From an optimization exercise on the open Yosys and OpenROAD flow, aimed at small area; shortcuts taken in it are not production practice.
In this exercise RTL edits were held to simulation tests only and were not proved equivalent to the original.
No driver is modelled on the clock port, so clocking that relies on it looks cheaper here than on a real chip.
Power and IR drop assume default switching activity.

$ cat design/flow/flow/run.sh
#!/bin/bash
# Standard ORFS layout with port buffers of the smallest buffer and a clock
# tree of clkbuf_8 leaf clusters without dummy loads.
export BUFFER_PORTS_ARGS="-buffer_cell sky130_fd_sc_hd__buf_1"
export CTS_ARGS="-sink_clustering_enable -repair_clock_nets -dont_use_dummy_load -buf_list sky130_fd_sc_hd__clkbuf_8 -sink_clustering_size ${CTS_SIZE:-18} -sink_clustering_max_diameter ${CTS_DIAM:-70}"
bash standard.sh > standard.log 2>&1
$ cat design/flow/standard.sh
#!/bin/bash
# synth_recipe.tcl (not shown) runs the flow's synth.tcl, then flattens the netlist and writes it again
# the make line also repeats each setting of config.mk as NAME=value (left out here)
make -C /OpenROAD-flow-scripts/flow DESIGN_CONFIG=/design/flow/config.mk WORK_HOME=/design/flow/orfs CLKGATE_MAP_FILE= SYNTH_SCRIPT=/design/flow/synth_recipe.tcl "${@:-finish}"
$ cat design/flow/config.mk
export PLATFORM = sky130hd
export DESIGN_NAME = router13
export DESIGN_NICKNAME = router13
export VERILOG_FILES = /design/flow/design.v
export SDC_FILE = /design/flow/constraint.sdc
export NUM_CORES = 4
export LEC_CHECK = 0
export CAP_MARGIN = 20
export CORE_MARGIN = 2
export CORE_UTILIZATION = 75
export PLACE_DENSITY = 0.85
export SLEW_MARGIN = 20
$ cat design/flow/constraint.sdc
create_clock -name core_clock -period 5.0 [get_ports {clk}]
set_input_delay 1.0000 -clock core_clock [delete_from_list [all_inputs] [get_ports {clk}]]
set_output_delay 1.0000 -clock core_clock [all_outputs]
set_load 0.01 [all_outputs]
$ cat design/flow/design.v
module router13(input clk,resetn,read_enb_0,read_enb_1,read_enb_2,pkt_valid,
              input [7:0]data_in,
              output [7:0]data_out_0,data_out_1,data_out_2,
              output vld_out_0,vld_out_1,vld_out_2,error,busy);
localparam DA=3'b000, LFD=3'b001, WTE=3'b010, LD=3'b011,
           LP=3'b100, CP=3'b101, FFS=3'b110, LAF=3'b111;
reg [2:0]state,nextstate;
reg [1:0]addr;
reg [7:0]dout,temp2,par;
reg lpv,lfd_s,error_r;
wire [2:0]empty,full;
wire st_da=(state==DA), st_ld=(state==LD), st_lp=(state==LP), st_laf=(state==LAF);
wire wr_st=st_ld|st_lp|st_laf;
wire [1:0]din_a=data_in[1:0];
wire data_empty=(din_a==2'd0)?empty[0]:(din_a==2'd1)?empty[1]:(din_a==2'd2)?empty[2]:1'b0;
wire addr_empty=(addr==2'd0)?empty[0]:(addr==2'd1)?empty[1]:(addr==2'd2)?empty[2]:1'b0;
wire fifo_full=(addr==2'd0)?full[0]:(addr==2'd1)?full[1]:(addr==2'd2)?full[2]:1'b0;
wire [2:0]we={wr_st&&addr==2'd2,wr_st&&addr==2'd1,wr_st&&addr==2'd0};
always@(posedge clk)
  if(!resetn) state<=DA; else state<=nextstate;
always@(*)
  case(state)
  DA: nextstate=(pkt_valid&&din_a!=2'b11)?(data_empty?LFD:WTE):DA;
  LFD: nextstate=LD;
  WTE: nextstate=addr_empty?LFD:WTE;
  LD: nextstate=fifo_full?FFS:(!pkt_valid?LP:LD);
  LP: nextstate=fifo_full?LP:CP;
  CP: nextstate=DA;
  FFS: nextstate=fifo_full?FFS:LAF;
  default: nextstate=lpv?LP:LD;
  endcase
assign busy=!(st_da|st_ld);
always@(posedge clk)
  if(!resetn) addr<=2'b00;
  else if(st_da&&pkt_valid) addr<=din_a;
always@(posedge clk)
  if(!resetn) lfd_s<=1'b0; else lfd_s<=(state==LFD);
always@(posedge clk)
begin
  if((st_da&&pkt_valid)||(st_ld&&!fifo_full)) dout<=data_in;
  else if(st_laf) dout<=temp2;
  if(st_ld&&fifo_full) temp2<=data_in;
  if(st_ld) lpv<=!pkt_valid;
end
always@(posedge clk)
  if(st_da) par<=data_in;
  else if(st_ld) par<=par^data_in;
always@(posedge clk)
  if(!resetn) error_r<=1'b0;
  else if(st_lp) error_r<=|par;
assign error=error_r;
wire [2:0]ren={read_enb_2,read_enb_1,read_enb_0};
wire [23:0]dq;
genvar n;
generate for(n=0;n<3;n=n+1) begin:f
  reg [7:0]mem[0:15];
  reg [3:0]rp,wp;    
  reg rw,ww;         
  reg [5:0]pc;       
  reg pnz;           
  reg hdr;           
  reg [7:0]q;
  reg [4:0]cnt;      
  wire sr=(cnt==5'b10000);
  wire e=(rp==wp)&&(rw==ww);
  wire fl=(rp==wp)&&(rw!=ww);
  wire dw=we[n]&&!fl;
  wire dr=ren[n]&&!e;
  wire clr=!resetn||sr;
  reg [7:0]m;
  integer i;
  always@(*) begin
    m=8'd0;
    for(i=0;i<16;i=i+1) m=m|({8{rp==i}}&mem[i]);
  end
  assign empty[n]=e;
  assign full[n]=fl;
  assign dq[8*n+:8]=q;
  always@(posedge clk)
    if(dw) mem[wp]<=dout;
  always@(posedge clk)
    if(clr) begin
      rp<=4'd0; wp<=4'd0; rw<=1'b0; ww<=1'b0; pnz<=1'b0; hdr<=1'b0; q<=8'd0;
    end else begin
      if(dw) begin
        wp<={wp[2:0],wp[3]^wp[2]^(wp[2:0]==3'd0)};
        if(wp==4'b1000) ww<=!ww;
      end
      if(dw&&lfd_s) hdr<=1'b1;
      else if(dr) hdr<=1'b0;
      if(dr) begin
        rp<={rp[2:0],rp[3]^rp[2]^(rp[2:0]==3'd0)};
        if(rp==4'b1000) rw<=!rw;
        q<=m;
        if(hdr) begin pc<=m[7:2]; pnz<=1'b1; end
        else if(pnz) begin
          pc<=pc-1'b1;
          if(pc==6'd0) pnz<=1'b0;
        end
      end else if(!pnz) q<=8'd0;
    end
  always@(posedge clk)
    if(!resetn||e||ren[n]) cnt<=5'd0;
    else cnt<={cnt[3:0],cnt[4]^cnt[2]^(cnt[3:0]==4'd0)};
end endgenerate
assign data_out_0=dq[7:0];
assign data_out_1=dq[15:8];
assign data_out_2=dq[23:16];
assign vld_out_0=!empty[0];
assign vld_out_1=!empty[1];
assign vld_out_2=!empty[2];
endmodule
==> results.py, run 1 <==
metrics = {
    "status": {
        "outcome": "no timing/DRC/antenna violations",
    },
    "synthesis": {
        "synth-edff-count": 427,
        "synth.yosys.seq_area_share_pct": 69.8,
        "netlist.area_leader.share_pct": 61.8,
        "ys.flop_type": "edfxtp_1",
        "yosys_warnings": 1,
        "syn_area_um2": 20700,
        "post-synth-top-area-cell": "edfxtp_1",
        "async_flop_share_pct": 0,
        "syn_inst": 1453,
        "synthDistinctLibCells": 70,
        "avgSynthCellArea_um2": 14.3,
        "syn_nets": 1497,
        "ys_ff_latch": 509,
        "ys_top_cells_by_area": "edfxtp_1 (62%), dfxtp_1 (7.9%), ha_1 (1.8%)",
    },
    "detailed_routing": {
        "routedWlPerCell_um": 25.5,
        "totalWireLength_um": 46200,
        "drtIter0Drc": 1944,
        "firstDrtPassIters": 7,
        "vias": 12936,
        "ant_nets": 0,
        "drc": 0,
        "viasPerCell": 7.14,
    },
    "cells_and_area": {
        "drive_above_1_share_pct": 8.50,
        "final_common_cell": "edfxtp_1",
        "nets": 1516,
        "fill_cells": 1513,
        "mostFrequentLayoutCells": "edfxtp_1 (427), nand2_1 (99), dfxtp_1 (82)",
        "area_growth_pct": 4.55,
        "seq_area_um2": 14500,
        "multi_input_area_um2": 5800,
    },
    "clocking": {
        "cts_tree": "built",
        "insertion_delay_ps": 560,
        "cts_buffer_depth": 3,
        "cts_sinks": 509,
        "cts.clk_slew.worst_paths_ps": 100,
        "cts_hold_buf": 0,
        "cts_setup_buffers": 0,
        "clockRootBuffer": "clkbuf_8",
        "cts-resized-gates": 0,
        "htree_levels": 2,
        "cts_buffers": 34,
    },
    "sta": {
        "rsz0062_at_grt": "false",
        "worst_slew_pin_slew_ps": 1050,
        "post-route-period-util_pct": 70.6,
        "hold_viol": 0,
        "setup_viol": 0,
        "setup_slack_ps": 1470,
        "fin_crit_ps": 3530,
        "finalSetupTns_ps": 0,
        "relSlewSlack_pct": 29.7,
        "finalClockSkew_ps": 28.5,
        "slew_viol_final": 0,
        "fmax_ghz": 0.283,
    },
    "floorplan": {
        "ios": 43,
        "die_w_um": 170,
        "core_um2": 27000,
        "die_h_um": 170,
        "num_rows": 60,
        "dieArea_um2": 29000,
        "initial_core_util_pct": 76.7,
    },
    "critical_path": {
        "worstSetupPathType": "flip-flop to primary output",
        "path_buf_inv": 1,
        "cp-start-kind": "flip-flop",
        "cp.arrival_ps": 2530,
        "path_cells": "xnor2_1 > nand4_2 > or2_2 > buf_1",
        "slowest_stage": "dfxtp_1",
        "cp_top_family": "flip-flops",
        "required_ps": 4000,
        "crit_fanout": 23,
        "endpoint_kind": "primary output",
        "critPathMaxStageDelay_ps": 980,
    },
    "placed_design": {
        "gp_congestion": 0.857,
        "numPortBuffers": 42,
        "dp_slack_ps": 1700,
        "dp_hpwl_um": 28700,
    },
    "global_route": {
        "grt_first_pass_wirelength_um": 70800,
        "grt_overflow": 0,
        "grt_start_max_net_pins": 49,
        "antenna_found_initial": 1,
        "grt_pass1_vias": 12256,
        "grt_usage_pct": 32.6,
    },
    "power_and_ir_drop": {
        "p_leak_uw": 0.00684,
        "power_density_nw_per_um2": 335,
        "vdd.ir_drop.worst_v": 0.000358,
    },
    "job": {
        "cap_violations": 0,
    },
    "worst_hold_path": {
        "hp-class": "flip-flop to flip-flop",
    },
}
## area by class of cell
cell class | count | share of cell area [%]
antenna | 1 | 0.0115
multi-input combinational | 822 | 26.8
tap | 341 | 1.97
timing repair buffer | 76 | 1.89
clock buffer | 34 | 2.16
inverter | 29 | 0.502
sequential | 509 | 66.7
## routing by layer
metal	wire length, um	vias up	global-route usage [%]
met5	0	-	0
met4	1560	0	10.4
met3	5410	104	5.35
met2	21700	859	51.1
met1	17600	6293	48.0
li1	-	5680	-
## cell usage after synthesis (13+ instances only)
master,number
a221oi_1,28
edfxtp_1,427
a22o_1,21
nand3_1,26
dfxtp_1,82
a21oi_1,71
o211ai_1,13
and3_1,24
xnor2_1,29
a222oi_1,35
inv_1,29
clkbuf_1,43
o21ai_0,56
mux2_2,21
nor2_1,79
a22oi_1,49
ha_1,30
nand4_1,17
o21a_1,13
buf_2,26
buf_1,20
nand2_1,99
mux2i_1,29
mux4_2,13
nor3_1,25
## kinds of logic (layout without fill, tap and decap cells)
kind of cell             after synthesis  after routing  share of synthesized area [%]
buffers and inverters                122            139                           2.43
adder cells (fa/ha/maj)               30             30                           1.81
AO/OA/AOI/OAI                        347            347                           12.1
AND/OR/NAND/NOR                      342            342                           8.15
other                                  0              1                              0
multiplexers                          63             63                           3.95
flip-flops                           509            509                           69.8
XOR/XNOR                              40             40                           1.78
## per-stage QoR
stage | std cells | hold slack, ps | total power, uW | area [um^2] | utilization, %
after floorplan | 1453 | 421 | 5300 | 20700 | -
after global placement | 1776 | 424 | 5520 | 21200 | 78.3
after detailed placement | 1776 | 438 | 5550 | 21200 | 78.3
after CTS | 1810 | 461 | 7260 | 21600 | 80.1
after global routing | 1812 | 476 | 7440 | 21700 | 80.2
final | 1812 | 462 | 7250 | 21700 | 80.2
## path summary, 6_finish.rpt
path,slack [ps],start,endpoint,cells after the start
worst max-delay path,1470,f[0].rp[0],vld_out_0,4
worst min-delay path,460,f[2].cnt[3],f[2].cnt[4],1
worst max register to register,1670,state[2],f[1].mem[12][3],5
worst min register to register,460,f[2].cnt[3],f[2].cnt[4],1
## state kept, by name, indices dropped and copies added (netlist names), 8 cells and up
name   cells
f.cnt     15
temp2      8
f.rp      12
par        8
f.pc      18
f.mem    384
f.q       24
dout       8
f.wp      12
## power by group
group | switching [uW] | internal [uW]
clock | 1170 | 617
combinational | 424 | 136
sequential | 61.6 | 4840
total | 1660 | 5600
==> inputs of run 2 (changes only) <==
--- a/design/flow/config.mk
+++ b/design/flow/config.mk
@@ -7,6 +7,6 @@
 export LEC_CHECK = 0
 export CAP_MARGIN = 20
 export CORE_MARGIN = 2
-export CORE_UTILIZATION = 75
-export PLACE_DENSITY = 0.85
+export CORE_UTILIZATION = 60
+export PLACE_DENSITY = 0.7
 export SLEW_MARGIN = 20
==> run 2 against run 1 <==
Wire length grew 3.3%. Non-clock buffer count grew 3. Clock power grew 3%. Flip-flop and latch count is the same. Largest cell class unchanged. Critical path depth grew 1.
==> results.py, run 2 <==
metrics = {
    "synthesis": {
        "yosysMostFrequentCell": "edfxtp_1",
        "synth.yosys.seq_area_share_pct": 69.8,
        "async_flop_share_pct": 0,
        "syn_inst": 1453,
        "syn_area_um2": 20700,
        "ys_ff_latch": 509,
        "synth-edff-count": 427,
        "ys_top_cells_by_area": "edfxtp_1 (62%), dfxtp_1 (7.9%), ha_1 (1.8%)",
        "syn_nets": 1497,
        "yosys_warnings": 1,
        "netlist.area_leader.share_pct": 61.8,
        "synthTopCellsByCount": "edfxtp_1 (427), nand2_1 (99), dfxtp_1 (82)",
        "synthDistinctLibCells": 70,
        "avgSynthCellArea_um2": 14.3,
        "post-synth-top-area-cell": "edfxtp_1",
        "ys.flop_type": "edfxtp_1",
    },
    "sta": {
        "finalClockSkew_ps": 48.0,
        "fin_crit_ps": 3450,
        "worst_slew_pin_slew_ps": 1100,
        "hold_viol": 0,
        "fmax_ghz": 0.290,
        "relSlewSlack_pct": 26.4,
        "slew_viol_final": 0,
        "whs_ps": 465,
        "rsz0062_at_grt": "false",
        "setup_viol": 0,
        "post-route-period-util_pct": 69.0,
        "finalSetupTns_ps": 0,
    },
    "placed_design": {
        "numPortBuffers": 42,
        "gp_congestion": 0.847,
        "dp.cells": 1893,
        "dp_hpwl_um": 29400,
    },
    "floorplan": {
        "initial_core_util_pct": 60.5,
        "die_w_um": 190,
        "num_rows": 68,
        "dieArea_um2": 36100,
        "core_um2": 34300,
        "die_h_um": 190,
        "ios": 43,
    },
    "critical_path": {
        "endpoint_kind": "flip-flop",
        "cp.arrival_ps": 3660,
        "required_ps": 5210,
        "worstSetupPathType": "flip-flop to flip-flop",
        "cp-start-kind": "flip-flop",
        "crit_fanout": 16,
    },
    "clocking": {
        "clockRootBuffer": "clkbuf_8",
        "cts-resized-gates": 0,
        "insertion_delay_ps": 570,
        "cts_buffer_depth": 3,
        "cts_hold_buf": 0,
        "cts_setup_buffers": 0,
        "cts.clk_slew.worst_paths_ps": 110,
        "cts_buffers": 35,
        "cts_tree": "built",
        "htree_levels": 2,
        "cts_sinks": 509,
    },
    "detailed_routing": {
        "routedWlPerCell_um": 24.8,
        "drc": 0,
        "totalWireLength_um": 47800,
        "ant_nets": 0,
        "drtIter0Drc": 1637,
        "viasPerCell": 6.59,
        "firstDrtPassIters": 9,
        "vias": 12716,
    },
    "global_route": {
        "grt_overflow": 0,
        "grt_first_pass_wirelength_um": 73100,
        "grt_pass1_vias": 12129,
        "antenna_found_initial": 0,
        "grt_start_max_net_pins": 49,
        "grt_usage_pct": 26.8,
    },
    "cells_and_area": {
        "largest_register_ffs": 384,
        "drive_above_1_share_pct": 8.55,
        "nets": 1520,
        "final_core_util_pct": 63.7,
        "mostFrequentLayoutCells": "edfxtp_1 (427), nand2_1 (99), dfxtp_1 (82)",
        "final_common_cell": "edfxtp_1",
        "top_regs": "f.mem: 384 flops, f.q: 24 flops, f.pc: 18 flops",
        "top_register": "f.mem",
        "diodes": 0,
        "fill_cells": 2589,
        "fin_cells": 1929,
        "area_growth_pct": 5.36,
    },
    "job": {
        "cap_violations": 0,
    },
    "worst_hold_path": {
        "hp-class": "flip-flop to flip-flop",
    },
    "power_and_ir_drop": {
        "p_leak_uw": 0.00687,
        "vdd.ir_drop.worst_v": 0.000360,
        "power_density_nw_per_um2": 334,
    },
    "status": {
        "outcome": "no timing/DRC/antenna violations",
    },
}
[run 2: cell counts after synthesis]
Identical to the previous run, type by type.
[run 2: worst max-delay path: stages, from the launching register on]
cell and delay (ps):
dfxtp_1 660, or3b_1 520, a21oi_1 440, a21boi_2 430, nand2_1 180, nor3_1 860
[run 2: stage by stage]
stage	cell area (um^2)	power [uW]	setup WS (ps)
6_report	21800	7300	1550
2_1_floorplan	20700	5300	2280
3_5_place_dp	21300	5550	1580
5_1_grt	21800	7520	1390
3_3_place_gp	21300	5540	1750
4_1_cts	21800	7340	1580
[run 2: path summary, 6_finish.rpt]
| check | slack (ps) | cells after the start | to | from |
|---|---|---|---|---|
| setup / recovery | 1550 | 5 | f[1].mem[4][4] | state[2] |
| hold / removal | 460 | 2 | f[2].cnt[3] | f[2].cnt[2] |
| setup reg to reg | 1550 | 5 | f[1].mem[4][4] | state[2] |
| hold reg to reg | 460 | 2 | f[2].cnt[3] | f[2].cnt[2] |
[run 2: final cells by class]
type	count	area [um^2]	share of cell area (%)
inverter	29	109	0.498
clock buffer	35	482	2.20
multi-input combinational	822	5790	26.5
timing repair buffer	79	435	1.99
tap	455	569	2.61
sequential	509	14500	66.2
[run 2: power by group]
part | leakage, uW | switching, uW | internal (uW)
Clock | 0.000252 | 1210 | 635
Combinational | 0.00210 | 426 | 137
Sequential | 0.00451 | 48.8 | 4840
[run 2: kinds of logic after synthesis]
logic type	Yosys count	synth area share, %
AOI/OAI and AO/OA	347	12.1
adders and majority gates	30	1.81
DFF	509	69.8
xor gates and xnor gates	40	1.78
buffers and inverters	122	2.43
muxes	63	3.95
and+or+nand+nor	342	8.15
[run 2: metal layers]
| layer | share of wire [%] | track usage [%] | wire, um | vias up |
|---|---|---|---|---|
| met5 | 0 | 0 | 0 | - |
| met4 | 2.7 | 7.90 | 1290 | 0 |
| met3 | 8.8 | 4.00 | 4180 | 87 |
| met2 | 46 | 41.5 | 22000 | 624 |
| met1 | 43 | 39.8 | 20300 | 6324 |
| li1 | - | - | - | 5681 |
==> inputs of run 3 (changes only) <==
==> design/flow/flow/run.sh (replaced) <==
#!/bin/bash
# The standard layout (standard.sh) with three changes:
#  - synthesis maps logic with an area-oriented ABC script (flow/abc_area.script);
#    everything else in synthesis, registers included, is the standard synthesis
#  - port buffers use the smallest buffer
#  - the clock tree uses clkbuf_8 leaf clusters and no dummy loads
set -e
here=$(pwd)
{
  echo 'proc abc {args} {'
  echo '  set i [lsearch -exact $args -script]'
  echo "  if {\$i >= 0} { set args [lreplace \$args [expr {\$i + 1}] [expr {\$i + 1}] $here/flow/abc_area.script] }"
  echo '  yosys abc {*}$args'
  echo '}'
  cat synth_recipe.tcl
} > area_synth.tcl
sed "s#SYNTH_SCRIPT=[^ ]*#SYNTH_SCRIPT=$here/area_synth.tcl#" standard.sh > area_standard.sh
export BUFFER_PORTS_ARGS="-buffer_cell sky130_fd_sc_hd__buf_1"
export CTS_ARGS="-sink_clustering_enable -repair_clock_nets -dont_use_dummy_load -buf_list sky130_fd_sc_hd__clkbuf_8 -sink_clustering_size 18 -sink_clustering_max_diameter 70"
bash area_standard.sh > standard.log 2>&1
==> design/flow/flow/abc_area.script (new file) <==
strash
&get -n
&st
&dch
&nf -a
&st
&dch
&nf -a
&put
==> run 3 against run 2 <==
Sequential power is 8.6% higher. Synthesized area down 5.8%. Worst hold slack got worse by 1.6 ps. Flip-flop and latch count is the same. Clock power shrank 3%. Clock-buffer cell count is 1 lower.
==> results.py, run 3 <==
metrics = {
    "synthesis": {
        "ys_top_cells_by_area": "edfxtp_1 (66%), dfxtp_1 (8.4%), a222oi_1 (3.7%)",
        "yosys_warnings": 1,
        "ys_ff_latch": 509,
        "netlist.area_leader.share_pct": 65.7,
        "synthAdderAreaFrac_pct": 1.92,
        "synth-simple-area-share_pct": 10.4,
        "synth_top_family_by_area": "compound AO/OA/AOI/OAI gates",
        "syn_area_um2": 19500,
        "synth_compound_area_share_pct": 10.5,
        "yosysMostFrequentCell": "edfxtp_1",
        "async_flop_share_pct": 0,
        "synth-edff-count": 427,
        "synth.yosys.seq_area_share_pct": 74.1,
        "synthMuxAreaShare_pct": 0.570,
        "avgSynthCellArea_um2": 15.3,
        "ys.flop_type": "edfxtp_1",
        "syn_nets": 1317,
        "synthDistinctLibCells": 44,
        "post-synth-top-area-cell": "edfxtp_1",
        "synthXorXnorAreaFrac_pct": 1.84,
        "synthTopCellsByCount": "edfxtp_1 (427), nor2_1 (102), dfxtp_1 (82)",
        "syn_inst": 1273,
    },
    "detailed_routing": {
        "ant_nets": 0,
        "drc": 0,
        "routedWlPerCell_um": 25.0,
        "viasPerCell": 6.46,
        "drtIter0Drc": 1706,
        "firstDrtPassIters": 9,
        "totalWireLength_um": 45500,
        "vias": 11738,
    },
    "placed_design": {
        "dp.cells": 1781,
        "dp_slack_ps": 1640,
        "gp_congestion": 0.868,
        "placedInstanceArea_um2": 20400,
        "numPortBuffers": 42,
        "dp_hpwl_um": 28900,
    },
    "global_route": {
        "grt_pass1_vias": 11149,
        "grt_first_pass_wirelength_um": 67900,
        "grt_usage_pct": 27.1,
        "grt_start_max_net_pins": 49,
        "grt_overflow": 0,
        "antenna_found_initial": 0,
    },
    "clocking": {
        "cts.clk_slew.worst_paths_ps": 110,
        "insertion_delay_ps": 570,
        "cts_sinks": 509,
        "cts_tree": "built",
        "htree_levels": 2,
        "clockRootBuffer": "clkbuf_8",
        "cts_buffers": 34,
        "cts-resized-gates": 0,
        "cts_buffer_depth": 3,
        "cts_setup_buffers": 0,
        "cts_hold_buf": 0,
    },
    "sta": {
        "relSlewSlack_pct": 24.2,
        "post-route-period-util_pct": 71.3,
        "finalSetupTns_ps": 0,
        "finalClockSkew_ps": 36.3,
        "setup_viol": 0,
        "whs_ps": 463,
        "setup_slack_ps": 1440,
        "hold_viol": 0,
        "rsz0062_at_grt": "false",
        "fmax_ghz": 0.281,
        "fin_crit_ps": 3560,
        "worst_slew_pin_slew_ps": 1130,
        "slew_viol_final": 0,
    },
    "critical_path": {
        "worstSetupPathType": "flip-flop to primary output",
        "slowest_stage": "dfxtp_1",
        "endpoint_kind": "primary output",
        "critPathMaxStageDelay_ps": 700,
        "crit_fanout": 20,
        "path_cells": "xnor2_1 > nand4_1 > nor2_1 > clkinv_1 > buf_1",
        "required_ps": 4000,
        "cp.arrival_ps": 2560,
        "cp-start-kind": "flip-flop",
        "cp_top_family": "simple AND/OR/NAND/NOR gates",
        "path_buf_inv": 2,
    },
    "status": {
        "outcome": "no timing/DRC/antenna violations",
    },
    "power_and_ir_drop": {
        "vdd.ir_drop.worst_v": 0.000325,
        "power_density_nw_per_um2": 445,
        "p_leak_uw": 0.00661,
    },
    "floorplan": {
        "die_w_um": 184,
        "initial_core_util_pct": 60.5,
        "num_rows": 66,
        "core_um2": 32300,
        "dieArea_um2": 34000,
        "die_h_um": 184,
        "ios": 43,
    },
    "cells_and_area": {
        "area_growth_pct": 7.25,
        "largest_register_ffs": 384,
        "stdcell_area_um2": 20900,
        "top_regs": "f.mem: 384 flops, f.q: 24 flops, f.pc: 18 flops",
        "fin_cells": 1816,
        "nets": 1419,
        "top_register": "f.mem",
        "drive_above_1_share_pct": 5.03,
        "final_common_cell": "edfxtp_1",
        "mostFrequentLayoutCells": "edfxtp_1 (427), nor2_1 (102), dfxtp_1 (82)",
    },
    "job": {
        "cap_violations": 0,
    },
    "worst_hold_path": {
        "hp-class": "flip-flop to flip-flop",
    },
}
run 3: cell count changes in the layout (fill, tap and decap cells not counted), moves of 25 or more:
cell / before / now
a21oi_1: 71 / 19
nand2_1: 99 / 74
a222oi_1: 35 / 72
clkinv_1: 0 / 33
inv_1: 29 / 0
mux2i_1: 29 / 1
run 3: path summary, 6_finish.rpt:
| kind | slack, ps | cells past startpoint | to | start |
|---|---|---|---|---|
| setup reg to reg | 1630 | 6 | dout[2] | f[1].rp[1] |
| hold reg to reg | 460 | 2 | f[2].cnt[3] | f[2].cnt[2] |
| hold / removal | 460 | 2 | f[2].cnt[3] | f[2].cnt[2] |
| setup / recovery | 1440 | 5 | vld_out_1 | f[1].rp[1] |
run 3: layout make-up:
class                           count  area [um^2]
Fill cell                        2388        11300
Timing Repair Buffer               66          338
Multi-Input combinational cell    731         5000
Sequential cell                   509        14500
Tap cell                          442          553
Clock buffer                       34          468
Inverter                           33          124
Antenna cell                        1         2.50
run 3: report_power, final:
part           total, uW  internal (uW)  switching (uW)
sequential          5310           5090             219
combinational       2210            718            1490
clock               1800            618            1190
run 3: cell families (layout without fill, tap and decap cells):
logic type	after synthesis	count (layout)
xor gates and xnor gates	41	41
AOI/OAI and AO/OA	262	262
buffers and inverters	33	133
DFF	509	509
adders and majority gates	30	30
other	0	1
muxes	10	10
and+or+nand+nor	388	388
run 3: routing by layer:
layer | share of wire, % | vias to the layer above | global-route usage, %
met4 | 1.6 | 0 | 5.47
met5 | 0 | - | 0
li1 | - | 5306 | -
met3 | 9.0 | 47 | 5.41
met1 | 42 | 5875 | 39.3
met2 | 48 | 510 | 43.4
run 3: metrics by stage:
stage	utilization, %	total power (uW)
floorplan	-	6670
global placement	63.3	7540
detailed placement	63.3	7590
CTS	64.8	9330
global route	64.9	9730
finish	64.9	9320
run 3: worst min-delay path, cell delays in order, from the launching register on:
cell and delay [ps]:
dfxtp_1 340, clkinv_1 60, nor4_1 40
==> inputs of run 4 (changes only) <==
--- a/design/flow/config.mk
+++ b/design/flow/config.mk
@@ -7,6 +7,6 @@
 export LEC_CHECK = 0
 export CAP_MARGIN = 20
 export CORE_MARGIN = 2
-export CORE_UTILIZATION = 60
-export PLACE_DENSITY = 0.7
+export CORE_UTILIZATION = 75
+export PLACE_DENSITY = 0.85
 export SLEW_MARGIN = 20
==> run 4 against run 3 <==
Largest power group unchanged. Largest cell class unchanged. Via count grew 3.1%. Total power fell by 0.16%. Combinational power is essentially flat.
==> results.py, run 4 <==
metrics = {
    "clocking": {
        "clockRootBuffer": "clkbuf_8",
        "insertion_delay_ps": 560,
        "cts-resized-gates": 0,
        "cts_tree": "built",
        "cts_setup_buffers": 0,
        "cts_sinks": 509,
        "htree_levels": 2,
        "cts_buffer_depth": 3,
        "cts.clk_slew.worst_paths_ps": 110,
        "cts_hold_buf": 0,
        "cts_buffers": 34,
    },
    "sta": {
        "fin_crit_ps": 3520,
        "setup_slack_ps": 1480,
        "whs_ps": 460,
        "worst_slew_pin_slew_ps": 1180,
        "relSlewSlack_pct": 21.4,
        "rsz0062_at_grt": "false",
        "setup_viol": 0,
        "slew_viol_final": 0,
        "finalClockSkew_ps": 35.6,
        "post-route-period-util_pct": 70.5,
        "finalSetupTns_ps": 0,
        "fmax_ghz": 0.284,
        "hold_viol": 0,
    },
    "power_and_ir_drop": {
        "vdd.ir_drop.worst_v": 0.000363,
        "power_density_nw_per_um2": 447,
        "p_leak_uw": 0.00660,
    },
    "cells_and_area": {
        "multi_input_area_um2": 4990,
        "largest_register_ffs": 384,
        "diodes": 0,
        "fill_cells": 1416,
        "drive_above_1_share_pct": 4.88,
        "seq_area_um2": 14500,
        "final_core_util_pct": 80.5,
        "area_growth_pct": 6.50,
        "mostFrequentLayoutCells": "edfxtp_1 (427), nor2_1 (102), dfxtp_1 (82)",
        "top_register": "f.mem",
        "nets": 1419,
        "top_regs": "f.mem: 384 flops, f.q: 24 flops, f.pc: 18 flops",
        "final_common_cell": "edfxtp_1",
    },
    "placed_design": {
        "dp_hpwl_um": 28800,
        "gp_congestion": 0.924,
        "dp_slack_ps": 1700,
        "numPortBuffers": 42,
    },
    "floorplan": {
        "die_h_um": 165,
        "num_rows": 59,
        "initial_core_util_pct": 75.6,
        "ios": 43,
        "die_w_um": 165,
        "core_um2": 25800,
        "dieArea_um2": 27300,
    },
    "global_route": {
        "grt_usage_pct": 33.1,
        "grt_overflow": 0,
        "grt_start_max_net_pins": 49,
        "antenna_found_initial": 1,
        "grt_pass1_vias": 11400,
        "grt_first_pass_wirelength_um": 66200,
    },
    "synthesis": {
        "synthXorXnorAreaFrac_pct": 1.84,
        "ys_top_cells_by_area": "edfxtp_1 (66%), dfxtp_1 (8.4%), a222oi_1 (3.7%)",
        "netlist.area_leader.share_pct": 65.7,
        "ys_ff_latch": 509,
        "async_flop_share_pct": 0,
        "synthDistinctLibCells": 44,
        "synthAdderAreaFrac_pct": 1.92,
        "ys.flop_type": "edfxtp_1",
        "syn_inst": 1273,
        "syn_area_um2": 19500,
        "avgSynthCellArea_um2": 15.3,
        "synth_compound_area_share_pct": 10.5,
        "synth_top_family_by_area": "compound AO/OA/AOI/OAI gates",
        "synth-edff-count": 427,
        "synthTopCellsByCount": "edfxtp_1 (427), nor2_1 (102), dfxtp_1 (82)",
        "synthMuxAreaShare_pct": 0.570,
        "synth-simple-area-share_pct": 10.4,
        "yosysMostFrequentCell": "edfxtp_1",
        "synth.yosys.seq_area_share_pct": 74.1,
        "post-synth-top-area-cell": "edfxtp_1",
        "yosys_warnings": 1,
        "syn_nets": 1317,
    },
    "detailed_routing": {
        "firstDrtPassIters": 8,
        "routedWlPerCell_um": 26.0,
        "drc": 0,
        "totalWireLength_um": 44500,
        "drtIter0Drc": 2283,
        "ant_nets": 0,
        "vias": 12103,
        "viasPerCell": 7.09,
    },
    "critical_path": {
        "reg2regPathDepth": 6,
        "crit_fanout": 20,
        "required_ps": 4000,
        "endpoint_kind": "primary output",
        "worstSetupPathType": "flip-flop to primary output",
        "cp.arrival_ps": 2520,
        "cp-start-kind": "flip-flop",
        "r2r_slack_ps": 1570,
    },
    "worst_hold_path": {
        "hp-class": "flip-flop to flip-flop",
        "hold-path-cell-count": 2,
    },
    "status": {
        "outcome": "no timing/DRC/antenna violations",
    },
    "job": {
        "cap_violations": 0,
    },
}
run 4: cell counts after synthesis:
Identical to the previous run, type by type.
run 4: cell type report:
cell class	count	area share [%]
Inverter	33	0.596
Multi-Input combinational cell	731	24.0
Tap cell	335	2.02
Sequential cell	509	69.5
Clock buffer	34	2.25
Timing Repair Buffer	66	1.62
run 4: kinds of logic (layout without fill, tap and decap cells):
logic type | count (synthesis) | in the layout
XOR/XNOR | 41 | 41
adder cells (fa/ha/maj) | 30 | 30
AND/OR/NAND/NOR | 388 | 388
buffers and inverters | 33 | 133
multiplexers | 10 | 10
AO/OA/AOI/OAI | 262 | 262
flip-flops | 509 | 509
run 4: power by group:
group          internal, uW  switching [uW]
Clock                   617            1170
Sequential             5090             210
Combinational           715            1500
run 4: through the flow:
stage          std cells  cell area, um^2  total power (uW)
2_1_floorplan       1273            19500              6670
3_3_place_gp        1674            20300              7470
3_5_place_dp        1674            20300              7560
4_1_cts             1708            20800              9250
5_1_grt             1708            20800              9630
6_report            1708            20800              9300
run 4: final timing paths:
check	startpoint	end
hold reg to reg	f[1].q[1]	f[1].q[1]
setup / recovery	f[1].rp[1]	vld_out_1
setup reg to reg	f[1].rp[1]	dout[2]
hold / removal	f[1].q[1]	f[1].q[1]
run 4: critical path: stages, from the launching register on:
cell and delay [ps]:
dfxtp_1 690, xnor2_1 180, nand4_1 340, nor2_1 390, clkinv_1 180, buf_1 170
run 4: layer usage:
layer  vias up  GRT usage (%)  share of wire, %
met5         -              0             0.029
met4         2           11.1               3.2
met3       118           5.14                11
met2       802           54.0                49
met1      5877           46.6                37
li1       5304              -                 -
==> inputs of run 5 (changes only) <==
--- a/design/flow/design.v
+++ b/design/flow/design.v
@@ -51,19 +51,40 @@
 assign error=error_r;
 wire [2:0]ren={read_enb_2,read_enb_1,read_enb_0};
 wire [23:0]dq;
+function [4:0]pos(input integer k);
+  case(k)
+    0: pos=5'd0;
+    1: pos=5'd1;
+    2: pos=5'd2;
+    3: pos=5'd4;
+    4: pos=5'd9;
+    5: pos=5'd18;
+    6: pos=5'd5;
+    7: pos=5'd11;
+    8: pos=5'd22;
+    9: pos=5'd12;
+    10: pos=5'd25;
+    11: pos=5'd19;
+    12: pos=5'd7;
+    13: pos=5'd15;
+    14: pos=5'd31;
+    15: pos=5'd30;
+    16: pos=5'd28;
+    default: pos=5'd0;
+  endcase
+endfunction
 genvar n;
 generate for(n=0;n<3;n=n+1) begin:f
   reg [7:0]mem[0:15];
-  reg [3:0]rp,wp;    
-  reg rw,ww;         
+  reg [4:0]cnt;      
   reg [5:0]pc;       
   reg pnz;           
   reg hdr;           
   reg [7:0]q;
-  reg [4:0]cnt;      
-  wire sr=(cnt==5'b10000);
-  wire e=(rp==wp)&&(rw==ww);
-  wire fl=(rp==wp)&&(rw!=ww);
+  reg [4:0]tmr;      
+  wire sr=(tmr==5'b10000);
+  wire e=(cnt==5'd0);
+  wire fl=(cnt==5'd28);
   wire dw=we[n]&&!fl;
   wire dr=ren[n]&&!e;
   wire clr=!resetn||sr;
@@ -71,26 +92,25 @@
   integer i;
   always@(*) begin
     m=8'd0;
-    for(i=0;i<16;i=i+1) m=m|({8{rp==i}}&mem[i]);
+    for(i=0;i<16;i=i+1) m=m|({8{cnt==pos(i+1)}}&mem[i]);
   end
   assign empty[n]=e;
   assign full[n]=fl;
   assign dq[8*n+:8]=q;
   always@(posedge clk)
-    if(dw) mem[wp]<=dout;
+    if(dw) begin
+      mem[0]<=dout;
+      for(i=1;i<16;i=i+1) mem[i]<=mem[i-1];
+    end
   always@(posedge clk)
     if(clr) begin
-      rp<=4'd0; wp<=4'd0; rw<=1'b0; ww<=1'b0; pnz<=1'b0; hdr<=1'b0; q<=8'd0;
+      cnt<=5'd0; pnz<=1'b0; hdr<=1'b0; q<=8'd0;
     end else begin
-      if(dw) begin
-        wp<={wp[2:0],wp[3]^wp[2]^(wp[2:0]==3'd0)};
-        if(wp==4'b1000) ww<=!ww;
-      end
+      if(dw&&!dr) cnt<={cnt[3:0],cnt[4]^cnt[2]^(cnt[3:0]==4'd0)};
+      else if(dr&&!dw) cnt<={cnt[0]^cnt[3]^(cnt[4:1]==4'd0),cnt[4:1]};
       if(dw&&lfd_s) hdr<=1'b1;
       else if(dr) hdr<=1'b0;
       if(dr) begin
-        rp<={rp[2:0],rp[3]^rp[2]^(rp[2:0]==3'd0)};
-        if(rp==4'b1000) rw<=!rw;
         q<=m;
         if(hdr) begin pc<=m[7:2]; pnz<=1'b1; end
         else if(pnz) begin
@@ -100,8 +120,8 @@
       end else if(!pnz) q<=8'd0;
     end
   always@(posedge clk)
-    if(!resetn||e||ren[n]) cnt<=5'd0;
-    else cnt<={cnt[3:0],cnt[4]^cnt[2]^(cnt[3:0]==4'd0)};
+    if(!resetn||e||ren[n]) tmr<=5'd0;
+    else tmr<={tmr[3:0],tmr[4]^tmr[2]^(tmr[3:0]==4'd0)};
 end endgenerate
 assign data_out_0=dq[7:0];
 assign data_out_1=dq[15:8];
--- a/design/flow/flow/run.sh
+++ b/design/flow/flow/run.sh
@@ -16,5 +16,5 @@
 } > area_synth.tcl
 sed "s#SYNTH_SCRIPT=[^ ]*#SYNTH_SCRIPT=$here/area_synth.tcl#" standard.sh > area_standard.sh
 export BUFFER_PORTS_ARGS="-buffer_cell sky130_fd_sc_hd__buf_1"
-export CTS_ARGS="-sink_clustering_enable -repair_clock_nets -dont_use_dummy_load -buf_list sky130_fd_sc_hd__clkbuf_8 -sink_clustering_size 18 -sink_clustering_max_diameter 70"
+export CTS_ARGS="-sink_clustering_enable -repair_clock_nets -dont_use_dummy_load -buf_list sky130_fd_sc_hd__clkbuf_16 -sink_clustering_size 28 -sink_clustering_max_diameter 80"
 bash area_standard.sh > standard.log 2>&1
==> run 5 against run 4 <==
Via count down 6.9%. Maximum frequency up 14%. Global-route usage down 1.4 points. Critical path depth unchanged. Sequential power down 5.5%. Utilization up 1.5 points. Largest power group unchanged.
==> results.py, run 5 <==
metrics = {
    "detailed_routing": {
        "wl_met3_um": 4730,
        "ant_nets": 0,
        "wl_met2_um": 18900,
        "firstDrtPassIters": 9,
        "drtIter0Drc": 2111,
        "wl_met1_um": 15500,
        "routedWlPerCell_um": 26.3,
        "drc": 0,
        "viasPerCell": 7.26,
        "vias": 11267,
        "top_layer": "met4",
        "totalWireLength_um": 40900,
    },
    "global_route": {
        "grt_pass1_vias": 10892,
        "grt_first_pass_wirelength_um": 62200,
        "grt_usage_pct": 31.7,
        "grt_overflow": 0,
        "grt_start_max_net_pins": 131,
        "antenna_found_initial": 0,
    },
    "worst_hold_path": {
        "hp-class": "flip-flop to flip-flop",
    },
    "critical_path": {
        "cp_top_family": "simple AND/OR/NAND/NOR gates",
        "crit_fanout": 9,
        "cp.arrival_ps": 2100,
        "crit_cells": 5,
        "reg2regPathDepth": 7,
        "slowest_stage": "or3_1",
        "required_ps": 4000,
        "endpoint_kind": "primary output",
        "r2r_slack_ps": 1970,
        "endpoint": "busy",
        "timing.rr.end": "f[0].hdr",
        "worstSetupPathType": "flip-flop to primary output",
        "reg2reg_from": "f[0].cnt[3]",
        "path_cells": "or3_1 > o21ai_0 > buf_4 > clkinv_1 > buf_1",
        "crit_path_start": "state[1]",
        "path_buf_inv": 3,
        "critPathMaxStageDelay_ps": 540,
        "cp-start-kind": "flip-flop",
    },
    "clocking": {
        "cts_hold_buf": 0,
        "cts_buffer_depth": 3,
        "clockRootBuffer": "clkbuf_16",
        "cts_sinks": 494,
        "insertion_delay_ps": 540,
        "cts.clk_slew.worst_paths_ps": 110,
        "cts_tree": "built",
        "cts_buffers": 21,
        "htree_levels": 1,
        "cts-resized-gates": 0,
        "cts_setup_buffers": 0,
    },
    "placed_design": {
        "gp_congestion": 0.881,
        "dp_hpwl_um": 26400,
        "dp_slack_ps": 2040,
        "placedInstanceArea_um2": 19300,
        "dp.cells": 1531,
        "numPortBuffers": 42,
    },
    "sta": {
        "finalClockSkew_ps": 27.4,
        "rsz0062_at_grt": "false",
        "worst_slew_pin_slew_ps": 1110,
        "fmax_ghz": 0.323,
        "hold_viol": 0,
        "fin_crit_ps": 3100,
        "setup_slack_ps": 1900,
        "setup_viol": 0,
        "relSlewSlack_pct": 25.6,
        "slew_viol_final": 0,
        "post-route-period-util_pct": 61.9,
    },
    "floorplan": {
        "ios": 43,
        "core_um2": 24200,
        "dieArea_um2": 25900,
        "die_w_um": 161,
        "die_h_um": 161,
        "num_rows": 57,
        "initial_core_util_pct": 76.1,
    },
    "cells_and_area": {
        "final_core_util_pct": 82.0,
        "top_register": "f.mem",
        "largest_register_ffs": 384,
        "final_common_cell": "edfxtp_1",
        "mostFrequentLayoutCells": "edfxtp_1 (427), a22oi_1 (94), nand2_1 (69)",
        "area_growth_pct": 7.75,
        "drive_above_1_share_pct": 5.37,
        "nets": 1253,
        "diodes": 0,
        "fin_cells": 1552,
        "fill_cells": 1195,
        "top_regs": "f.mem: 384 flops, f.q: 24 flops, f.pc: 18 flops",
        "stdcell_area_um2": 19900,
    },
    "synthesis": {
        "synth.yosys.seq_area_share_pct": 76.8,
        "ys_top_cells_by_area": "edfxtp_1 (70%), dfxtp_1 (7.3%), a22oi_1 (3.8%)",
        "synthDistinctLibCells": 47,
        "synthTopCellsByCount": "edfxtp_1 (427), a22oi_1 (94), nand2_1 (69), nor2_1 (69), dfxtp_1 (67)",
        "yosysMostFrequentCell": "edfxtp_1",
        "yosys_warnings": 4,
        "ys.flop_type": "edfxtp_1",
        "synth-edff-count": 427,
        "netlist.area_leader.share_pct": 69.5,
        "syn_nets": 1159,
        "avgSynthCellArea_um2": 16.2,
        "syn_area_um2": 18400,
        "ys_ff_latch": 494,
        "syn_inst": 1136,
        "post-synth-top-area-cell": "edfxtp_1",
        "async_flop_share_pct": 0,
    },
    "power_and_ir_drop": {
        "vdd.ir_drop.worst_v": 0.000306,
        "power_density_nw_per_um2": 398,
        "design_power_total_uw": 7920,
        "p_leak_uw": 0.00633,
    },
    "job": {
        "cap_violations": 0,
    },
    "status": {
        "outcome": "no timing/DRC/antenna violations",
    },
}
## run 5: changes by cell type in the layout (fill, tap and decap cells not counted), moves of 23 or more
cell      delta
a22oi_1     +25
and3b_1     -23
clkbuf_8    -34
nor2_1      -34
xnor2_1     -24
## run 5: routing by layer
layer / vias up / track usage (%)
met5: - / 0
met1: 5503 / 46.4
met3: 126 / 5.66
met2: 820 / 48.4
met4: 0 / 13.3
li1: 4818 / -
## run 5: final cells by class
cell class,instances,area (um^2),area share [%]
clock buffer,21,526,2.64
sequential,494,14200,71.3
tap,324,405,2.04
inverter,18,67.6,0.340
timing repair buffer,71,388,1.95
multi-input combinational,624,4330,21.8
## run 5: worst min-delay path by stage
stage / from / end / slack (ps) / cells after the start
floorplan: f[0].mem[6][1] / f[0].mem[7][1] / 420 / 0
global placement: f[0].mem[5][1] / f[0].mem[6][1] / 430 / 0
detailed placement: f[1].mem[8][1] / f[1].mem[9][1] / 430 / 0
CTS: f[0].mem[3][1] / f[0].mem[4][1] / 440 / 0
global route: f[0].mem[0][1] / f[0].mem[1][1] / 450 / 0
finish: f[0].mem[3][1] / f[0].mem[4][1] / 450 / 0
## run 5: through the flow
step	hold WS [ps]	setup TNS (ps)
6_report	450	0
5_1_grt	453	0
4_1_cts	444	0
3_5_place_dp	433	0
3_3_place_gp	429	0
2_1_floorplan	422	-51810
## run 5: cell families after synthesis
family	share of synthesized area, %
flip-flops	76.8
AND/OR/NAND/NOR	8.78
AO/OA/AOI/OAI	10.6
multiplexers	1.72
XOR/XNOR	1.14
buffers and inverters	0.366
adder cells (fa/ha/maj)	0.610
## run 5: report_power, final
part	internal (uW)	total, uW	switching [uW]	leakage (uW)
logic	357	1030	670	0.00168
registers	4750	5010	251	0.00440
clock network	759	1890	1130	0.000259
## run 5: worst reg2reg max path, stage by stage, from the launching register on
cell and delay, ps:
dfxtp_1 440, and2_0 260, and3_4 270, nor4_4 170, buf_4 650, buf_4 810
a22oi_1 230, nor2_1 130
==> inputs of run 6 (changes only) <==
--- a/design/flow/flow/run.sh
+++ b/design/flow/flow/run.sh
@@ -16,5 +16,5 @@
 } > area_synth.tcl
 sed "s#SYNTH_SCRIPT=[^ ]*#SYNTH_SCRIPT=$here/area_synth.tcl#" standard.sh > area_standard.sh
 export BUFFER_PORTS_ARGS="-buffer_cell sky130_fd_sc_hd__buf_1"
-export CTS_ARGS="-sink_clustering_enable -repair_clock_nets -dont_use_dummy_load -buf_list sky130_fd_sc_hd__clkbuf_16 -sink_clustering_size 28 -sink_clustering_max_diameter 80"
+export CTS_ARGS="-sink_clustering_enable -repair_clock_nets -dont_use_dummy_load -buf_list sky130_fd_sc_hd__clkbuf_8 -sink_clustering_size 18 -sink_clustering_max_diameter 70"
 bash area_standard.sh > standard.log 2>&1
==> run 6 against run 5 <==
Still clean on timing, DRC and antenna. Via count fell by 1.2%. Cell count up 0.64%. Non-clock buffer count is the same. Global-route usage shrank 0.21 points. First-iteration DRC count decreased by 1.3%. Utilization fell by 0.41 points. Critical path depth unchanged. Maximum frequency fell by 4.0%. Clock-buffer cell count increased by 10. Synthesized cell count unchanged. Highest routed layer unchanged.
==> results.py, run 6 <==
metrics = {
    "status": {
        "outcome": "no timing/DRC/antenna violations",
    },
    "critical_path": {
        "cp_top_family": "simple AND/OR/NAND/NOR gates",
        "path_cells": "or3_1 > o21ai_0 > buf_4 > clkinv_1 > buf_1",
        "required_ps": 4000,
        "critPathMaxStageDelay_ps": 550,
        "cp.arrival_ps": 2230,
        "slowest_stage": "or3_1",
        "crit_fanout": 9,
        "worstSetupPathType": "flip-flop to primary output",
        "cp-start-kind": "flip-flop",
        "path_buf_inv": 3,
        "endpoint_kind": "primary output",
    },
    "detailed_routing": {
        "firstDrtPassIters": 6,
        "drc": 0,
        "vias": 11137,
        "routedWlPerCell_um": 25.8,
        "totalWireLength_um": 40200,
        "drtIter0Drc": 2083,
        "viasPerCell": 7.13,
        "ant_nets": 0,
    },
    "synthesis": {
        "syn_inst": 1136,
        "synthTopCellsByCount": "edfxtp_1 (427), a22oi_1 (94), nand2_1 (69), nor2_1 (69), dfxtp_1 (67)",
        "synth-edff-count": 427,
        "ys_ff_latch": 494,
        "ys.flop_type": "edfxtp_1",
        "post-synth-top-area-cell": "edfxtp_1",
        "synthDistinctLibCells": 47,
        "avgSynthCellArea_um2": 16.2,
        "async_flop_share_pct": 0,
        "syn_area_um2": 18400,
        "yosys_warnings": 4,
        "netlist.area_leader.share_pct": 69.5,
        "synth.yosys.seq_area_share_pct": 76.8,
        "syn_nets": 1159,
        "yosysMostFrequentCell": "edfxtp_1",
        "ys_top_cells_by_area": "edfxtp_1 (70%), dfxtp_1 (7.3%), a22oi_1 (3.8%)",
    },
    "placed_design": {
        "dp_slack_ps": 2040,
        "dp_hpwl_um": 26400,
        "numPortBuffers": 42,
        "gp_congestion": 0.881,
        "dp.cells": 1531,
    },
    "clocking": {
        "clockRootBuffer": "clkbuf_8",
        "insertion_delay_ps": 640,
        "cts_buffers": 31,
        "cts-resized-gates": 0,
        "cts_buffer_depth": 3,
        "cts_tree": "built",
        "cts_hold_buf": 0,
        "cts.clk_slew.worst_paths_ps": 110,
        "cts_setup_buffers": 0,
        "htree_levels": 1,
        "cts_sinks": 494,
    },
    "sta": {
        "relSlewSlack_pct": 29.7,
        "setup_viol": 0,
        "hold_viol": 0,
        "post-route-period-util_pct": 64.5,
        "slew_viol_final": 0,
        "finalSetupTns_ps": 0,
        "fmax_ghz": 0.310,
        "worst_slew_pin_slew_ps": 1050,
        "finalClockSkew_ps": 37.8,
        "setup_slack_ps": 1770,
        "rsz0062_at_grt": "false",
        "fin_crit_ps": 3230,
    },
    "power_and_ir_drop": {
        "vdd.ir_drop.worst_v": 0.000320,
        "power_density_nw_per_um2": 390,
        "p_leak_uw": 0.00630,
    },
    "cells_and_area": {
        "top_register": "f.mem",
        "top_regs": "f.mem: 384 flops, f.q: 24 flops, f.pc: 18 flops",
        "drive_above_1_share_pct": 6.14,
        "final_common_cell": "edfxtp_1",
        "area_growth_pct": 7.22,
        "mostFrequentLayoutCells": "edfxtp_1 (427), a22oi_1 (94), nand2_1 (69)",
        "diodes": 0,
        "largest_register_ffs": 384,
        "fin_cells": 1562,
        "nets": 1263,
    },
    "floorplan": {
        "die_w_um": 161,
        "die_h_um": 161,
        "num_rows": 57,
        "initial_core_util_pct": 76.1,
        "core_um2": 24200,
        "ios": 43,
        "dieArea_um2": 25900,
    },
    "global_route": {
        "grt_first_pass_wirelength_um": 61600,
        "antenna_found_initial": 0,
        "grt_pass1_vias": 10844,
        "grt_overflow": 0,
        "grt_usage_pct": 31.4,
        "grt_start_max_net_pins": 131,
    },
    "worst_hold_path": {
        "hp-class": "flip-flop to flip-flop",
    },
    "job": {
        "cap_violations": 0,
    },
}
[run 6: where the power goes]
part / leakage (uW) / internal (uW) / switching [uW]
logic: 0.00168 / 356 / 667
registers: 0.00440 / 4750 / 245
clock network: 0.000223 / 555 / 1130
total: 0.00630 / 5670 / 2040
[run 6: logic make-up after synthesis]
family | synth area share [%]
DFF | 76.8
and+or+nand+nor | 8.78
AOI/OAI and AO/OA | 10.6
muxes | 1.72
xor gates and xnor gates | 1.14
buffers and inverters | 0.366
adders and majority gates | 0.610
[run 6: layout make-up]
class,instances,area (um^2)
Inverter,18,67.6
Multi-Input combinational cell,624,4330
Fill cell,1229,4470
Clock buffer,31,427
Timing Repair Buffer,71,388
Tap cell,324,405
Sequential cell,494,14200
[run 6: routing by layer]
layer	up-vias	routed length, um	GRT usage, %
li1	4838	-	-
met1	5394	15400	46.6
met2	785	18600	47.4
met3	120	4770	6.30
met4	0	1460	12.5
met5	-	0	0
[run 6: final timing paths]
| kind | cells past startpoint | slack [ps] | from | to |
|---|---|---|---|---|
| max | 5 | 1770 | state[1] | busy |
| min | 0 | 450 | f[0].mem[0][0] | f[0].mem[1][0] |
| max reg2reg | 8 | 2010 | state[2] | f[0].hdr |
| min reg2reg | 0 | 450 | f[0].mem[0][0] | f[0].mem[1][0] |
[run 6: through the flow]
| stage | util (%) | total power, uW | hold WS, ps | area (um^2) |
|---|---|---|---|---|
| 2_1_floorplan | - | 5690 | 422 | 18500 |
| 3_3_place_gp | 79.8 | 6040 | 429 | 19300 |
| 3_5_place_dp | 79.8 | 6090 | 433 | 19300 |
| 5_1_grt | 81.6 | 7980 | 454 | 19800 |
| 6_report | 81.6 | 7710 | 450 | 19800 |
| 4_1_cts | 81.5 | 7710 | 446 | 19800 |
==> inputs of run 7 (changes only) <==
--- a/design/flow/config.mk
+++ b/design/flow/config.mk
@@ -5,8 +5,8 @@
 export SDC_FILE = /design/flow/constraint.sdc
 export NUM_CORES = 4
 export LEC_CHECK = 0
-export CAP_MARGIN = 20
+export CAP_MARGIN = 5
 export CORE_MARGIN = 2
 export CORE_UTILIZATION = 75
 export PLACE_DENSITY = 0.85
-export SLEW_MARGIN = 20
+export SLEW_MARGIN = 5
==> run 7 against run 6 <==
Critical path depth unchanged. Still clean on timing, DRC and antenna. Largest power group unchanged. Largest cell class unchanged. Sequential power hardly changed. Synthesized area stayed put. Synthesized cell count stayed put. Maximum frequency grew 0.35%. Die area unchanged. Total power hardly changed. Non-clock buffer count unchanged. Highest routed layer unchanged. Combinational power is essentially flat.
==> results.py, run 7 <==
metrics = {
    "placed_design": {
        "placedInstanceArea_um2": 19300,
        "dp_hpwl_um": 26400,
        "numPortBuffers": 42,
        "gp_congestion": 0.881,
    },
    "clocking": {
        "cts_setup_buffers": 0,
        "cts-resized-gates": 0,
        "cts_hold_buf": 0,
        "clockRootBuffer": "clkbuf_8",
        "insertion_delay_ps": 640,
        "cts.clk_slew.worst_paths_ps": 110,
        "cts_sinks": 494,
        "cts_buffer_depth": 3,
        "htree_levels": 1,
        "cts_tree": "built",
        "cts_buffers": 31,
    },
    "cells_and_area": {
        "top_register": "f.mem",
        "drive_above_1_share_pct": 6.06,
        "final_common_cell": "edfxtp_1",
        "nets": 1263,
        "top_regs": "f.mem: 384 flops, f.q: 24 flops, f.pc: 18 flops",
        "largest_register_ffs": 384,
        "stdcell_area_um2": 19800,
        "diodes": 0,
        "area_growth_pct": 7.14,
        "final_core_util_pct": 81.5,
        "mostFrequentLayoutCells": "edfxtp_1 (427), a22oi_1 (94), nand2_1 (69)",
    },
    "synthesis": {
        "post-synth-top-area-cell": "edfxtp_1",
        "ys.flop_type": "edfxtp_1",
        "syn_inst": 1136,
        "netlist.area_leader.share_pct": 69.5,
        "synth_top_family_by_area": "compound AO/OA/AOI/OAI gates",
        "ys_top_cells_by_area": "edfxtp_1 (70%), dfxtp_1 (7.3%), a22oi_1 (3.8%)",
        "synth-edff-count": 427,
        "synthMuxAreaShare_pct": 1.72,
        "async_flop_share_pct": 0,
        "yosysMostFrequentCell": "edfxtp_1",
        "synth-simple-area-share_pct": 8.78,
        "synth.yosys.seq_area_share_pct": 76.8,
        "synthTopCellsByCount": "edfxtp_1 (427), a22oi_1 (94), nand2_1 (69), nor2_1 (69), dfxtp_1 (67)",
        "avgSynthCellArea_um2": 16.2,
        "synth_compound_area_share_pct": 10.6,
        "synthDistinctLibCells": 47,
        "syn_area_um2": 18400,
        "yosys_warnings": 4,
        "ys_ff_latch": 494,
        "syn_nets": 1159,
        "synthAdderAreaFrac_pct": 0.610,
        "synthXorXnorAreaFrac_pct": 1.14,
    },
    "detailed_routing": {
        "viasPerCell": 7.20,
        "firstDrtPassIters": 8,
        "totalWireLength_um": 40500,
        "ant_nets": 0,
        "routedWlPerCell_um": 25.9,
        "drc": 0,
        "drtIter0Drc": 2116,
        "vias": 11239,
    },
    "global_route": {
        "antenna_found_initial": 0,
        "grt_overflow": 0,
        "grt_start_max_net_pins": 131,
        "grt_pass1_vias": 10844,
        "grt_usage_pct": 31.4,
        "grt_first_pass_wirelength_um": 61600,
    },
    "floorplan": {
        "dieArea_um2": 25900,
        "core_um2": 24200,
        "num_rows": 57,
        "die_h_um": 161,
        "ios": 43,
        "die_w_um": 161,
        "initial_core_util_pct": 76.1,
    },
    "sta": {
        "whs_ps": 452,
        "finalClockSkew_ps": 40.3,
        "fmax_ghz": 0.311,
        "post-route-period-util_pct": 64.3,
        "hold_viol": 0,
        "fin_crit_ps": 3220,
        "rsz0062_at_grt": "false",
        "setup_viol": 0,
        "worst_slew_pin_slew_ps": 1420,
        "slew_viol_final": 0,
        "relSlewSlack_pct": 4.32,
    },
    "critical_path": {
        "slowest_stage": "or3_1",
        "critPathMaxStageDelay_ps": 540,
        "reg2regPathDepth": 11,
        "cp_top_family": "simple AND/OR/NAND/NOR gates",
        "path_buf_inv": 3,
        "endpoint_kind": "primary output",
        "timing.rr.end": "f[2].cnt[4]",
        "required_ps": 4000,
        "path_cells": "or3_1 > o21ai_0 > buf_4 > clkinv_1 > buf_1",
        "crit_path_start": "state[1]",
        "worstSetupPathType": "flip-flop to primary output",
        "reg2reg_from": "f[2].cnt[2]",
        "r2r_slack_ps": 1990,
        "cp-start-kind": "flip-flop",
        "cp.arrival_ps": 2220,
        "crit_fanout": 9,
    },
    "worst_hold_path": {
        "hold_start": "f[0].mem[0][0]",
        "worst_hold_path.endpoint": "f[0].mem[1][0]",
        "hold-path-cell-count": 0,
        "hp-class": "flip-flop to flip-flop",
    },
    "power_and_ir_drop": {
        "p_leak_uw": 0.00630,
        "design_power_total_uw": 7710,
        "power_density_nw_per_um2": 390,
        "vdd.ir_drop.worst_v": 0.000317,
    },
    "status": {
        "outcome": "no timing/DRC/antenna violations",
    },
    "job": {
        "cap_violations": 0,
    },
}
## run 7: cell families (layout without fill, tap and decap cells)
logic type / after synthesis / in the layout
xor gates and xnor gates: 24 / 24
muxes: 29 / 29
and+or+nand+nor: 316 / 316
AOI/OAI and AO/OA: 246 / 246
adders and majority gates: 9 / 9
DFF: 494 / 494
buffers and inverters: 18 / 120
## run 7: cell type report
type	instances	area, um^2
clock buffer	31	427
multi-input combinational	624	4310
inverter	18	67.6
sequential	494	14200
fill	1230	4480
tap	324	405
timing repair buffer	71	388
## run 7: worst reg2reg max path, stage by stage, from the launching register on
cell      delay (ps)
dfxtp_1          450
nand3_1          190
nor3_2            50
buf_4            220
nor3b_4          250
buf_12           500
ha_1             570
nor2_1            90
a21oi_1          170
xnor2_1          140
nor2_1            70
a211oi_1         200
## run 7: how the worst max path moves through the flow
stage	endpoint	slack, ps	depth (start not counted)
floorplan	f[0].cnt[4]	-1230	10
global placement	f[0].hdr	2170	7
detailed placement	f[0].hdr	2040	8
CTS	busy	1770	5
global route	busy	1660	5
finish	busy	1780	5
## run 7: metal layers
metal / vias up / wire (um) / global-route usage [%] / share of wire (%)
met1: 5436 / 15400 / 46.6 / 38
met5: - / 0 / 0 / 0
met4: 0 / 1660 / 12.5 / 4.1
li1: 4841 / - / - / -
met2: 821 / 18500 / 47.4 / 46
met3: 141 / 4880 / 6.30 / 12
## run 7: metrics by stage
stage | setup TNS (ps) | cells | worst slack (ps)
5_1_grt | 0 | 1562 | 1660
4_1_cts | 0 | 1562 | 1770
3_5_place_dp | 0 | 1531 | 2040
3_3_place_gp | 0 | 1531 | 2170
6_report | 0 | 1562 | 1780
2_1_floorplan | -51810 | 1136 | -1230
## run 7: power breakdown
group          switching [uW]  internal [uW]  total (uW)
sequential                246           4750        5000
clock                    1140            555        1690
combinational             666            356        1020
==> inputs of run 8 (changes only) <==
--- a/design/flow/flow/run.sh
+++ b/design/flow/flow/run.sh
@@ -1,9 +1,10 @@
 #!/bin/bash
-# The standard layout (standard.sh) with three changes:
+# The standard layout (standard.sh) with these changes:
 #  - synthesis maps logic with an area-oriented ABC script (flow/abc_area.script);
 #    everything else in synthesis, registers included, is the standard synthesis
 #  - port buffers use the smallest buffer
 #  - the clock tree uses clkbuf_8 leaf clusters and no dummy loads
+#  - after clock tree synthesis, cells with spare slack are downsized
 set -e
 here=$(pwd)
 {
@@ -17,4 +18,5 @@
 sed "s#SYNTH_SCRIPT=[^ ]*#SYNTH_SCRIPT=$here/area_synth.tcl#" standard.sh > area_standard.sh
 export BUFFER_PORTS_ARGS="-buffer_cell sky130_fd_sc_hd__buf_1"
 export CTS_ARGS="-sink_clustering_enable -repair_clock_nets -dont_use_dummy_load -buf_list sky130_fd_sc_hd__clkbuf_8 -sink_clustering_size 18 -sink_clustering_max_diameter 70"
+export POST_CTS_TCL=$here/flow/post_cts.tcl
 bash area_standard.sh > standard.log 2>&1
==> design/flow/flow/post_cts.tcl (new file) <==
# downsize cells that have slack to spare (area recovery)
repair_timing -recover_power 100
--- a/design/flow/config.mk
+++ b/design/flow/config.mk
@@ -5,8 +5,8 @@
 export SDC_FILE = /design/flow/constraint.sdc
 export NUM_CORES = 4
 export LEC_CHECK = 0
-export CAP_MARGIN = 5
+export CAP_MARGIN = 20
 export CORE_MARGIN = 2
 export CORE_UTILIZATION = 75
 export PLACE_DENSITY = 0.85
-export SLEW_MARGIN = 5
+export SLEW_MARGIN = 20
==> run 8 against run 7 <==
Worst hold slack worse by 4.3 ps. Combinational power hardly changed. Critical path depth did not move. Largest power group unchanged. Sequential power barely moved. Global-route usage is essentially flat. First-iteration DRC count is 10% lower. Setup slack got worse by 300 ps. Synthesized cell count unchanged. Via count rose by 0.22%. Highest routed layer unchanged. Synthesized area unchanged. Die area is the same. Critical endpoint unchanged.
==> results.py, run 8 <==
metrics = {
    "status": {
        "outcome": "no timing/DRC/antenna violations",
    },
    "cells_and_area": {
        "diodes": 0,
        "top_regs": "f.mem: 384 flops, f.q: 24 flops, f.pc: 18 flops",
        "mostFrequentLayoutCells": "edfxtp_1 (427), a22oi_1 (94), nand2_1 (69), nor2_1 (69), dfxtp_1 (66)",
        "largest_register_ffs": 384,
        "nets": 1266,
        "drive_above_1_share_pct": 5.16,
        "fin_cells": 1565,
        "final_core_util_pct": 81.4,
        "area_growth_pct": 7.01,
        "top_register": "f.mem",
        "stdcell_area_um2": 19700,
        "fill_cells": 1242,
        "final_common_cell": "edfxtp_1",
    },
    "synthesis": {
        "ys.flop_type": "edfxtp_1",
        "yosys_warnings": 4,
        "syn_nets": 1159,
        "synth.yosys.seq_area_share_pct": 76.8,
        "synth-edff-count": 427,
        "syn_inst": 1136,
        "avgSynthCellArea_um2": 16.2,
        "synthDistinctLibCells": 47,
        "netlist.area_leader.share_pct": 69.5,
        "syn_area_um2": 18400,
        "synthTopCellsByCount": "edfxtp_1 (427), a22oi_1 (94), nand2_1 (69), nor2_1 (69), dfxtp_1 (67)",
        "yosysMostFrequentCell": "edfxtp_1",
        "ys_top_cells_by_area": "edfxtp_1 (70%), dfxtp_1 (7.3%), a22oi_1 (3.8%)",
        "ys_ff_latch": 494,
        "async_flop_share_pct": 0,
        "post-synth-top-area-cell": "edfxtp_1",
    },
    "detailed_routing": {
        "drc": 0,
        "viasPerCell": 7.20,
        "drtIter0Drc": 1895,
        "vias": 11264,
        "totalWireLength_um": 40500,
        "ant_nets": 0,
        "wl_met3_um": 4870,
        "top_layer": "met4",
        "routedWlPerCell_um": 25.9,
        "wl_met1_um": 15500,
        "wl_met2_um": 18400,
        "firstDrtPassIters": 7,
    },
    "critical_path": {
        "endpoint_kind": "primary output",
        "required_ps": 4000,
        "reg2reg_from": "f[1].cnt[2]",
        "reg2regPathDepth": 7,
        "crit_fanout": 11,
        "critPathMaxStageDelay_ps": 580,
        "path_cells": "or3_1 > o21ai_0 > clkbuf_1 > clkinv_1 > buf_1",
        "cp-start-kind": "flip-flop",
        "r2r_slack_ps": 1570,
        "slowest_stage": "or3_1",
        "worstSetupPathType": "flip-flop to primary output",
        "cp.arrival_ps": 2520,
        "timing.rr.end": "dout[6]",
    },
    "placed_design": {
        "gp_congestion": 0.881,
        "dp_hpwl_um": 26400,
        "placedInstanceArea_um2": 19300,
        "dp.cells": 1531,
        "numPortBuffers": 42,
    },
    "power_and_ir_drop": {
        "power_density_nw_per_um2": 390,
        "vdd.ir_drop.worst_v": 0.000315,
        "p_leak_uw": 0.00628,
    },
    "sta": {
        "fin_crit_ps": 3520,
        "finalSetupTns_ps": 0,
        "post-route-period-util_pct": 70.4,
        "worst_slew_pin_slew_ps": 1060,
        "relSlewSlack_pct": 29.1,
        "rsz0062_at_grt": "false",
        "setup_viol": 0,
        "finalClockSkew_ps": 43.4,
        "slew_viol_final": 0,
        "fmax_ghz": 0.284,
        "hold_viol": 0,
    },
    "global_route": {
        "antenna_found_initial": 0,
        "grt_overflow": 0,
        "grt_usage_pct": 31.5,
        "grt_pass1_vias": 10826,
        "grt_first_pass_wirelength_um": 61600,
        "grt_start_max_net_pins": 131,
    },
    "worst_hold_path": {
        "hp-class": "flip-flop to flip-flop",
        "hold-path-cell-count": 0,
        "worst_hold_path.endpoint": "f[0].mem[1][0]",
        "hold_start": "f[0].mem[0][0]",
    },
    "clocking": {
        "cts.clk_slew.worst_paths_ps": 110,
        "insertion_delay_ps": 640,
        "cts_sinks": 494,
        "cts_tree": "built",
    },
    "job": {
        "cap_violations": 0,
    },
    "floorplan": {
        "die_h_um": 161,
        "dieArea_um2": 25900,
        "ios": 43,
        "num_rows": 57,
        "core_um2": 24200,
        "die_w_um": 161,
        "initial_core_util_pct": 76.1,
    },
}
[run 8: power by group]
| group | internal (uW) | switching [uW] |
|---|---|---|
| combinational | 347 | 662 |
| sequential | 4750 | 239 |
| clock | 555 | 1140 |
| total | 5660 | 2040 |
[run 8: area by class of cell]
| class | count | area, um^2 | area share (%) |
|---|---|---|---|
| clock buffers | 31 | 427 | 2.16 |
| inverters | 18 | 67.6 | 0.342 |
| multi-input cells | 624 | 4260 | 21.6 |
| flip-flops and latches | 494 | 14200 | 71.8 |
| well taps | 324 | 405 | 2.05 |
| repair buffers | 74 | 413 | 2.09 |
[run 8: worst max path at each step]
| stage | to | start | depth (start not counted) | slack (ps) |
|---|---|---|---|---|
| final | busy | state[2] | 5 | 1480 |
| after floorplan | f[0].cnt[4] | state[0] | 10 | -1230 |
| after global routing | busy | state[2] | 5 | 1310 |
| after detailed placement | f[0].hdr | state[2] | 8 | 2040 |
| after global placement | f[0].hdr | f[0].cnt[3] | 7 | 2170 |
[run 8: logic make-up (layout without fill, tap and decap cells)]
group	after synthesis	in the layout	synth area share, %
AOI/OAI and AO/OA	246	246	10.6
xor gates and xnor gates	24	24	1.14
adders and majority gates	9	9	0.610
buffers and inverters	18	123	0.366
DFF	494	494	76.8
muxes	29	29	1.72
and+or+nand+nor	316	316	8.78
[run 8: critical path: cells and delay by family (launching register included)]
kind | cells | cell delay [ps]
compound gates | 1 | 180
simple gates | 1 | 580
buf+inv | 3 | 670
flops | 1 | 450
[run 8: per-layer routing]
layer / GRT usage (%) / vias to the layer above
li1: - / 4849
met1: 46.6 / 5474
met2: 47.4 / 815
met3: 6.35 / 126
met4: 12.5 / 0
met5: 0 / -
[run 8: through the flow]
stage	hold slack (ps)	setup WS (ps)	power (uW)
2_1_floorplan	422	-1230	5690
5_1_grt	454	1310	7960
3_3_place_gp	429	2170	6040
3_5_place_dp	433	2040	6090
6_report	448	1480	7690

[port drivers added, routing unchanged]
Ports are ideal in the flow. The routed layouts listed here were re-timed in OpenROAD. Step 1 assumes that a clkbuf_16 drives the clock port and a buf_2 every other input. Step 2 also shifts input and output timing later by t, the mid clock arrival at the registers, as if the neighbouring blocks saw the same clock. Three values: no drivers, after step 1, after step 2; two values: the first two.
run	t, ns	setup slack, ns	worst data-port slew with drivers (ns)
run 1	0.592	1.472 / 1.426 / 1.674	0.09
run 2	0.607	1.552 / 1.552 / 1.552	0.05
run 3	0.597	1.435 / 1.387 / 1.627	0.11
run 4	0.585	1.476 / 1.431 / 1.569	0.03
run 5	0.574	1.903 / 1.853 / 1.970	0.04
run 6	0.664	1.774 / 1.728 / 2.010	0.05
run 7	0.665	1.785 / 1.740 / 1.995	0.05
run 8	0.666	1.481 / 1.435 / 1.573	0.05
After both steps every run listed still meets setup and hold.
